Context: an optimization exercise on an open-source flow, tuned for a short achievable clock period and few clock cycles. The choices shown serve that exercise and are no tape-out recipe. The RTL was checked by simulation tests, not by an equivalence proof against the original design.

==> flow/design.v (excerpt) <==
module lc4_core
   (input  wire        clk,
    input  wire        rst,
    output wire [15:0] o_cur_pc,
    input  wire [15:0] i_cur_insn,
    output wire [15:0] o_dmem_addr,
    input  wire [15:0] i_cur_dmem_data,
    output wire        o_dmem_we,
    output wire [15:0] o_dmem_towrite,
    output wire [1:0]  test_stall,
    output wire [15:0] test_cur_pc,
    output wire [15:0] test_cur_insn,
    output wire        test_regfile_we,
    output wire [2:0]  test_regfile_wsel,
    output wire [15:0] test_regfile_data,
    output wire        test_nzp_we,
    output wire [2:0]  test_nzp_new_bits,
    output wire        test_dmem_we,
    output wire [15:0] test_dmem_addr,
    output wire [15:0] test_dmem_data
    );
   function [2:0] nzp_of(input [15:0] v);
      nzp_of = v[15] ? 3'b100 : ((v == 16'd0) ? 3'b010 : 3'b001);
   endfunction
   reg        rst_q;
   reg [15:0] pc_f;
   reg [15:0] ir_raw, pc_raw;
   reg        v_raw;
   reg [15:0] pnext_raw;
   reg        phit_raw;
   reg [1:0]  pctr_raw;
   reg        sel_skid;
   reg [15:0] skid_insn, skid_pc, skid_pnext;
   reg        skid_v, skid_phit;
   reg [1:0]  skid_pctr;
   localparam BL = 5;
   localparam BN = 1 << BL;
   reg [15:0] btb_tgt [0:BN-1];
   reg [BL-1:0] btb_tag [0:BN-1];
   reg [1:0]  btb_ctr [0:BN-1];
   reg [BN-1:0] btb_ret;
   reg [BN-1:0] btb_val;
   reg          u_wr, u_cwr, u_inv, u_ret;
   reg [BL-1:0] u_idx, u_tag;
   reg [15:0]   u_tgt;
   reg [1:0]    u_ctr;
   reg [15:0] ras0, ras1;
   reg        x_v;
   reg [15:0] x_insn, x_pc, x_a, x_b;
   reg        x_byp_a, x_byp_b;
   reg [2:0]  x_dst;
   reg        x_we, x_nzpw, x_ld, x_st, x_mul, x_div, x_mod;
   reg [15:0] x_addr, x_sdata;
   reg        x_defer, x_phit;
   reg [1:0]  x_pctr;
   reg [15:0] x_pnext, x_tgt;
   reg        mem_we;
   reg        w_v;
   reg [15:0] w_pc, w_insn, w_val, w_addr, w_sdata;
   reg [2:0]  w_dst;
   reg        w_we, w_nzpw, w_isld, w_isst;
   reg        t_v;
   reg [15:0] t_pc, t_insn, t_data, t_daddr, t_ddata;
   reg        t_we, t_nzpw, t_dwe;
   reg [2:0]  t_wsel, t_nzp;
  ...
==> flow/config.mk <==
export PLATFORM = sky130hd
export DESIGN_NAME = lc4_core
export DESIGN_NICKNAME = lc4_core
export VERILOG_FILES = /design/flow/design.v
export SDC_FILE = /design/flow/constraint.sdc
export NUM_CORES = 4
export LEC_CHECK = 0
export CAP_MARGIN = 20
export CORE_MARGIN = 2
export CORE_UTILIZATION = 40
export SLEW_MARGIN = 20
==> flow/constraint.sdc <==
create_clock -name core_clock -period 40.0 [get_ports {clk}]
set_input_delay 8.0000 -clock core_clock [delete_from_list [all_inputs] [get_ports {clk}]]
set_output_delay 8.0000 -clock core_clock [all_outputs]
set_load 0.01 [all_outputs]
standard.sh (not shown) runs the stock make flow with config.mk's settings and CLKGATE_MAP_FILE= SYNTH_SCRIPT=/design/flow/synth_recipe.tcl, a recipe that flattens the netlist after the stock synthesis.
==> flow/flow/run.sh <==
#!/bin/bash
set -euo pipefail
bash standard.sh SETUP_SLACK_MARGIN=30.8 SKIP_GATE_CLONING=1 MATCH_CELL_FOOTPRINT=0 finish > flow_make.log 2>&1
Testbench counts at the start, summed over its fixed seeds: cycles 52,971.
Next try:
--- a/flow/design.v
+++ b/flow/design.v
@@ -593,17 +593,17 @@
    reg        v_raw;
    reg [15:0] pnext_raw;
    reg        phit_raw;
    reg [1:0]  pctr_raw;
    reg        sel_skid;
    reg [15:0] skid_insn, skid_pc, skid_pnext;
    reg        skid_v, skid_phit;
    reg [1:0]  skid_pctr;
-   localparam BL = 5;
+   localparam BL = 4;
    localparam BN = 1 << BL;
    reg [15:0] btb_tgt [0:BN-1];
    reg [BL-1:0] btb_tag [0:BN-1];
    reg [1:0]  btb_ctr [0:BN-1];
    reg [BN-1:0] btb_ret;
    reg [BN-1:0] btb_val;
    reg          u_wr, u_cwr, u_inv, u_ret;
    reg [BL-1:0] u_idx, u_tag;
What happened: The changed run finished with timing, DRC and antenna clean; wire length goes down by about a fifth; via count goes down by about a fifth; sequential share of layout area goes down by 5.3 points; area after synthesis goes down by about a fifth; hold slack is about the same.
Testbench counts after the change, summed over its fixed seeds: cycles 53,495.

static timing again, ports no longer ideal:
The results above use ideal ports. As a check the final layouts listed here were re-extracted and re-timed, cells and wires unchanged. Step 1: set_driving_cell puts a clkbuf_16 on clk and a buf_2 on each other input, an assumption about the parent block. Step 2 moves the port delays by t, midway between the first and last clock arrival at a register: inputs arrive t later, outputs are due t later. That takes back most of the time a late clock gives input paths. Slacks: no drivers / after step 1 / after step 2; pairs: no drivers / after step 1.
run	shift t [ns]	slack for setup (ns)	worst hold slack (ns)
the first run	0.891	30.673 / 30.591 / 30.792	0.320 / 0.320 / 0.320
the second run	0.857	30.682 / 30.601 / 30.723	0.320 / 0.320 / 0.320
After both steps setup and hold are still met in every run listed.
